Background: an optimization exercise with open tools, aiming at small area. Do not read the settings as production practice.
In this exercise RTL edits were held to simulation tests only and were not proved equivalent to the original.
The clock port is modelled as an ideal driver; clocking choices that lean on that would not hold on a real chip.
No activity file was given, so power comes from the tool's default toggle rates.

Design LR5_TOP, start of the top module:
module LR5_TOP(
	input CLK_100,
	input BTN_0,BTN_1,BTN_2,BTN_3,
	output[0:7] ROW, 
	output[0:7] COL_B,
	output[0:15] LED
    );
wire RST = BTN_0;
wire RE = BTN_1;
wire LEFT = BTN_2;
wire RIGHT = BTN_3;
wire [63:0] SHIFT;
SHIFT_REG SH_REG(.clk(CLK_100), .shift_l(LEFT), .shift_r(RIGHT), .rst(RST), .shift(SHIFT));
reg [3:0] K;
reg FRESH;
wire LD = (K == 4'd14);
always @(posedge CLK_100, posedge RST) begin
	if (RST) begin
		K <= 4'd15;
		FRESH <= 1'b1;
	end else begin
		if (LD) FRESH <= 1'b0;
		if (RE) K <= 4'd15;
		else if (K == 4'd15) K <= 4'd14;
		else if (LD) K <= 4'd0;
		else K <= K + 4'd1;
	end
end
wire BLOCK = RE | (LD & FRESH);
wire [3:0] NK = BLOCK ? 4'd0 : ~K;
PWM_FSM PWM(.CLK(CLK_100), .RST(RST), .LD(LD), .NK(NK), .PWM_IN(SHIFT), .PWM_P(LED));
LR5_MATRIX_DISP MATRIX(.CLK(CLK_100), .RST(RST), .SEQ(SHIFT), .ROW(ROW), .COL(COL_B));
endmodule
==> flow/config.mk <==
export PLATFORM = sky130hd
export DESIGN_NAME = LR5_TOP
export DESIGN_NICKNAME = LR5_TOP
export VERILOG_FILES = /design/flow/design.v
export SDC_FILE = /design/flow/constraint.sdc
export NUM_CORES = 4
export LEC_CHECK = 0
export CAP_MARGIN = 5
export CORE_MARGIN = 2
export CORE_UTILIZATION = 55
export PLACE_DENSITY = 0.75
export SLEW_MARGIN = 5
export SYNTH_HIERARCHICAL = 1
==> flow/constraint.sdc <==
create_clock -name core_clock -period 10.0 [get_ports {CLK_100}]
set_input_delay 2.0000 -clock core_clock [delete_from_list [all_inputs] [get_ports {CLK_100}]]
set_output_delay 2.0000 -clock core_clock [all_outputs]
set_load 0.01 [all_outputs]
standard.sh (not shown) runs the stock make flow with config.mk's settings and CLKGATE_MAP_FILE= SYNTH_SCRIPT=/design/flow/synth_recipe.tcl, a recipe that flattens the netlist after the stock synthesis.
==> flow/flow/run.sh <==
#!/bin/bash
# Standard ORFS layout (the standard.sh), with these changes:
#  - port buffers are the smallest buffer cell instead of the one buffer_ports picks;
#  - clock tree synthesis inserts no dummy loads and uses clkbuf_4 buffers;
#    after it, fix_clk_slew.tcl upsizes the clock buffers whose flip-flop
#    clock pins would see too high a slew;
#  - after floorplan, combinational cells get their smallest drive strength
#    (repair_design later upsizes or buffers where slew or load needs it).
set -euo pipefail
export CLK_SLEW_TARGET=0.108
bash standard.sh \
  "BUFFER_PORTS_ARGS=-buffer_cell sky130_fd_sc_hd__buf_1" \
  "CTS_ARGS=-sink_clustering_enable -repair_clock_nets -dont_use_dummy_load -buf_list {sky130_fd_sc_hd__clkbuf_4}" \
  "POST_FLOORPLAN_TCL=$PWD/flow/downsize.tcl" \
  "POST_CTS_TCL=$PWD/flow/fix_clk_slew.tcl" \
  finish > standard_flow.log 2>&1
Other scripts of this flow, unchanged in this note and not shown: flow/flow/downsize.tcl, flow/flow/fix_clk_slew.tcl
Edit:
Settings changed: CORE_UTILIZATION 55 to 50, PLACE_DENSITY 0.75 to unset.
The changed run went through all stages and came out clean.
Sequential cell count is unchanged.
Die area goes up by 9.6%.
Core utilization goes down by 5.0 points.
Total power goes up by 0.43%.
Global-route usage goes down by 1.5 points.

Starting RTL as in the previous note.
clock: 10.0 ns
lec_check: 0
cap_margin: 0
core_margin: 2
core_utilization: 55
slew_margin: 0
synth_hierarchical: 1
==> flow/flow/downsize.tcl <==
# Replace every combinational cell by the smallest-area cell of the same
# function family (same base name, other drive strength).
set n 0
set saved 0.0
foreach inst [get_cells *] {
  set master [get_property $inst ref_name]
  if {![regexp {^(sky130_fd_sc_hd__[a-z0-9]+)_([0-9]+)$} $master -> base drive]} { continue }
  if {[regexp {^sky130_fd_sc_hd__(df|edf|sdf|dl|sdl|clk|tap|fill|decap|conb|dly|lpflow|buf|inv|bufinv|probe|diode)} $base]} { continue }
  set best $master
  set best_area [get_property [get_lib_cells */$master] area]
  foreach d {0 1 2} {
    set cand ${base}_$d
    set lcs [get_lib_cells -quiet */$cand]
    if {[llength $lcs] == 0} { continue }
    if {[lsearch $::env(DONT_USE_CELLS) $cand] >= 0} { continue }
    set a [get_property $lcs area]
    if {$a < $best_area} { set best $cand; set best_area $a }
  }
  if {$best ne $master} {
    set saved [expr {$saved + [get_property [get_lib_cells */$master] area] - $best_area}]
    replace_cell $inst [get_lib_cells */$best]
    incr n
  }
}
puts "downsize: replaced $n cells, saved $saved um2"
==> flow/flow/fix_clk_slew.tcl <==
proc fix_clk_slew {} {
  set target $::env(CLK_SLEW_TARGET)
  set next_size [dict create \
    sky130_fd_sc_hd__clkbuf_1 sky130_fd_sc_hd__clkbuf_2 \
    sky130_fd_sc_hd__clkbuf_2 sky130_fd_sc_hd__clkbuf_4 \
    sky130_fd_sc_hd__clkbuf_4 sky130_fd_sc_hd__clkbuf_8 \
    sky130_fd_sc_hd__clkbuf_8 sky130_fd_sc_hd__clkbuf_16]
  for {set pass 0} {$pass < 4} {incr pass} {
    estimate_parasitics -placement
    set drivers {}
    foreach p [get_pins -hierarchical */CLK] {
      if {[get_property $p slew_max] <= $target} { continue }
      set net [get_nets -of_objects $p]
      foreach d [get_pins -of_objects $net -filter "direction == output"] {
        set inst [get_cells -of_objects $d]
        set name [get_full_name $inst]
        if {[lsearch $drivers $name] < 0} { lappend drivers $name }
      }
    }
    if {[llength $drivers] == 0} { break }
    set n 0
    foreach name $drivers {
      set inst [get_cells $name]
      set m [get_property $inst ref_name]
      if {![dict exists $next_size $m]} { continue }
      replace_cell $inst [get_lib_cells */[dict get $next_size $m]]
      incr n
    }
    puts "fix_clk_slew: pass $pass upsized $n clock buffers"
    if {$n == 0} { break }
  }
  detailed_placement
  check_placement -verbose
}
fix_clk_slew
Scripts as last shown in full above: flow/flow/run.sh
The baseline went through all stages and came out clean.
Then changed:
- CAP_MARGIN: 0 -> 5
- SLEW_MARGIN: 0 -> 5
- via count stays the same
- final cell count is unchanged
- area after synthesis does not change
- fmax is unchanged
- setup slack is unchanged

The RTL this note starts from:
==> flow/design.v <==
`timescale 1ns / 1ps
module NAND2(input A, B, output Y);
	assign Y = ~(A & B);
endmodule
module NOR2(input A, B, output Y);
	assign Y = ~(A | B);
endmodule
module INV(input A, output Y);
	assign Y = ~A;
endmodule
module NAND3(input A, B, C, output Y);
	assign Y = ~(A & B & C);
endmodule
module DECODER(
	input[3:0] ADDR,
	output[0:7] SEL,
	output[0:7] SELECT,
	output NADDR3
    );
wire [3:0] J = ADDR;
wire [3:0] N;
INV I0(.A(J[0]), .Y(N[0]));
INV I1(.A(J[1]), .Y(N[1]));
INV I2(.A(J[2]), .Y(N[2]));
INV I3(.A(J[3]), .Y(N[3]));
assign NADDR3 = N[3];
NOR2 S0(.A(J[0]), .B(J[3]), .Y(SEL[0])); NAND2 B0(.A(N[0]), .B(N[3]), .Y(SELECT[0]));
NOR2 S1(.A(N[0]), .B(J[1]), .Y(SEL[1])); NAND2 B1(.A(J[0]), .B(N[1]), .Y(SELECT[1]));
NOR2 S2(.A(N[1]), .B(J[2]), .Y(SEL[2])); NAND2 B2(.A(J[1]), .B(N[2]), .Y(SELECT[2]));
NOR2 S3(.A(N[2]), .B(J[3]), .Y(SEL[3])); NAND2 B3(.A(J[2]), .B(N[3]), .Y(SELECT[3]));
NOR2 S4(.A(N[3]), .B(N[0]), .Y(SEL[4])); NAND2 B4(.A(J[3]), .B(J[0]), .Y(SELECT[4]));
NOR2 S5(.A(N[1]), .B(J[0]), .Y(SEL[5])); NAND2 B5(.A(J[1]), .B(N[0]), .Y(SELECT[5]));
NOR2 S6(.A(N[2]), .B(J[1]), .Y(SEL[6])); NAND2 B6(.A(J[2]), .B(N[1]), .Y(SELECT[6]));
NOR2 S7(.A(N[3]), .B(J[2]), .Y(SEL[7])); NAND2 B7(.A(J[3]), .B(N[2]), .Y(SELECT[7]));
endmodule
`timescale 1ns / 1ps
module COL_COUNTER(
	input CLK, RST,
	input QN3,		 
	output reg [3:0] Q
    );
always @ (posedge CLK, posedge RST) begin
	if(RST) Q <= 4'd0;
	else Q <= {Q[2:0], QN3};
end
endmodule
`timescale 1ns / 1ps
module AOI222(input A1, A2, B1, B2, C1, C2, output Y);
	assign Y = ~((A1 & A2) | (B1 & B2) | (C1 & C2));
endmodule
module AOI22(input A1, A2, B1, B2, output Y);
	assign Y = ~((A1 & A2) | (B1 & B2));
endmodule
module SEL8(input [7:0] D, input [7:0] S, output Y);
	wire y0, y1, y2;
	AOI222 G0(.A1(D[0]), .A2(S[0]), .B1(D[1]), .B2(S[1]), .C1(D[2]), .C2(S[2]), .Y(y0));
	AOI222 G1(.A1(D[3]), .A2(S[3]), .B1(D[4]), .B2(S[4]), .C1(D[5]), .C2(S[5]), .Y(y1));
	AOI22 G2(.A1(D[6]), .A2(S[6]), .B1(D[7]), .B2(S[7]), .Y(y2));
	NAND3 G3(.A(y0), .B(y1), .C(y2), .Y(Y));
endmodule
module LR5_MATRIX_DISP(
	input CLK, RST,
	input [63:0] SEQ,
	output [0:7] ROW,
	output [0:7] COL
    );
wire [3:0] C;
wire [0:7] OH;
wire QN3;
COL_COUNTER COL_CNT(.CLK(CLK), .RST(RST), .QN3(QN3), .Q(C));
DECODER COL_DEC(.ADDR(C), .SEL(OH), .SELECT(COL), .NADDR3(QN3));
genvar r, k;
generate
	for (r = 0; r < 8; r = r + 1) begin : row_gen
		wire [7:0] D;
		for (k = 0; k < 8; k = k + 1) begin : k_gen
			assign D[k] = SEQ[63 - 8*r - k];
		end
		SEL8 RSEL(.D(D), .S({OH[7], OH[6], OH[5], OH[4], OH[3], OH[2], OH[1], OH[0]}), .Y(ROW[r]));
	end
endgenerate
endmodule
`timescale 1ns / 1ps
module MAJ3(input A, B, C, output Y);
	assign Y = (A & B) | (C & (A | B));
endmodule
module PWM_CMP(input [3:0] R, input [3:0] NK, output Y);
	wire g0 = R[0] & NK[0];
	wire g1, g2;
	MAJ3 M1(.A(R[1]), .B(g0), .C(NK[1]), .Y(g1));
	MAJ3 M2(.A(R[2]), .B(g1), .C(NK[2]), .Y(g2));
	MAJ3 M3(.A(R[3]), .B(g2), .C(NK[3]), .Y(Y));
endmodule
module PWM_FSM (
	input CLK,
	input RST,
	input LD,
	input [3:0] NK,
	input [63:0] PWM_IN,
	output reg [0:15] PWM_P
 );
 reg [63:0] PWM_REG;
 always @(posedge CLK) if (LD) PWM_REG <= PWM_IN;
 wire [0:15] NEXT;
 genvar i;
 generate
	for (i = 0; i < 16; i = i + 1) begin : ch_gen
		PWM_CMP CMP(.R(PWM_REG[4*i+:4]), .NK(NK), .Y(NEXT[i]));
	end
 endgenerate
 always @(posedge CLK, posedge RST)
	if (RST) PWM_P <= 16'd0;
	else PWM_P <= NEXT;
endmodule
`timescale 1ns / 1ps
module SEL2(input A, SA, B, SB, output Y);
	assign Y = (A & SA) | (B & SB);
endmodule
module SEL3(input A, SA, B, SB, C, SC, output Y);
	assign Y = (A & SA) | (B & SB) | (C & SC);
endmodule
module SHIFT_REG(
	input clk, shift_l, shift_r, rst,
	output reg[63:0] shift
    );
wire SL = shift_l;
wire SR = ~shift_l & shift_r;
wire SH = ~shift_l & ~shift_r;
wire [63:0] NEXT;
genvar i;
generate
	for (i = 0; i < 64; i = i + 1) begin : bit_gen
		if (i < 4) begin : lo
			SEL2 SEL(.A(shift[i+4]), .SA(SR), .B(shift[i]), .SB(SH), .Y(NEXT[i]));
		end else if (i >= 60) begin : hi
			SEL2 SEL(.A(shift[i-4]), .SA(SL), .B(shift[i]), .SB(SH), .Y(NEXT[i]));
		end else begin : mid
			SEL3 SEL(.A(shift[i-4]), .SA(SL), .B(shift[i+4]), .SB(SR), .C(shift[i]), .SC(SH), .Y(NEXT[i]));
		end
	end
endgenerate
always@(posedge clk, posedge rst)begin
	if(rst) shift<={{4'hD},{4'h4},{4'h7},{4'hA},{4'h8},{4'hB},{4'h8},{4'hD},{4'h3},{4'h5},{4'h2},
		{4'hF},{4'hB},{4'hC},{4'h7},{4'h0}};
	else shift<=NEXT;
end
endmodule
`timescale 1ns / 1ps
module LR5_TOP(
	input CLK_100,
	input BTN_0,BTN_1,BTN_2,BTN_3,
	output[0:7] ROW, 
	output[0:7] COL_B,
	output[0:15] LED
    );
wire RST = BTN_0;
wire RE = BTN_1;
wire LEFT = BTN_2;
wire RIGHT = BTN_3;
wire [63:0] SHIFT;
SHIFT_REG SH_REG(.clk(CLK_100), .shift_l(LEFT), .shift_r(RIGHT), .rst(RST), .shift(SHIFT));
reg [3:0] K;
reg FRESH;
wire LD = (K == 4'd14);
always @(posedge CLK_100, posedge RST) begin
	if (RST) begin
		K <= 4'd15;
		FRESH <= 1'b1;
	end else begin
		if (LD) FRESH <= 1'b0;
		if (RE) K <= 4'd15;
		else if (K == 4'd15) K <= 4'd14;
		else if (LD) K <= 4'd0;
		else K <= K + 4'd1;
	end
end
wire BLOCK = RE | (LD & FRESH);
wire [3:0] NK = BLOCK ? 4'd0 : ~K;
PWM_FSM PWM(.CLK(CLK_100), .RST(RST), .LD(LD), .NK(NK), .PWM_IN(SHIFT), .PWM_P(LED));
LR5_MATRIX_DISP MATRIX(.CLK(CLK_100), .RST(RST), .SEQ(SHIFT), .ROW(ROW), .COL(COL_B));
endmodule
export LEC_CHECK = 0
export CAP_MARGIN = 5
export CORE_MARGIN = 2
export CORE_UTILIZATION = 55
export SLEW_MARGIN = 5
export SYNTH_HIERARCHICAL = 1
create_clock -name core_clock -period 10.0 [get_ports {CLK_100}]
Scripts as last shown in full above: flow/flow/run.sh, flow/flow/downsize.tcl, flow/flow/fix_clk_slew.tcl
The starting point finished with timing, DRC and antenna clean.
Change:
--- a/flow/flow/run.sh
+++ b/flow/flow/run.sh
@@ -10 +10 @@
-export CLK_SLEW_TARGET=0.108
+export CLK_SLEW_TARGET=0.100
Result:
- via count came out lower by 0.33%
- clock skew came out lower by 0.0046 ns
- global-route usage barely changes
- clock-buffer cell count stays the same
- setup slack degrades by 0.0060 ns
- final cell count stays the same

static timing again, ports no longer ideal:
No port has a modelled driver above. Below, the same layouts with a new extraction and two added sets of constraints.
Step 1, drivers: a clkbuf_16 drives CLK_100 and a buf_2 each remaining input, both assumed.
Step 2 adds t to the input delays and takes it off the output delays; t is the mean of the earliest and latest rising clock arrival at the registers after step 1. Input paths then give back, and output paths get back, about the clock's delay inside the block.
Three values: ideal, step 1, step 2; two values: the first two.
run	t (ns)	slack for setup (ns)	slew at the worst register clock pin (ns)
the first run of note 1	0.569	5.738 / 5.703 / 6.072	0.11 / 0.11
the second run of note 1	0.572	5.787 / 5.753 / 6.038	0.10 / 0.10
the first run of note 2	0.576	5.549 / 5.511 / 5.973	0.11 / 0.11
the second run of note 2	0.576	5.549 / 5.511 / 5.973	0.11 / 0.11
the first run of note 3	0.559	5.807 / 5.776 / 6.065	0.11 / 0.11
the second run of note 3	0.576	5.801 / 5.770 / 6.064	0.10 / 0.10
After both steps setup and hold are still met in every run listed.
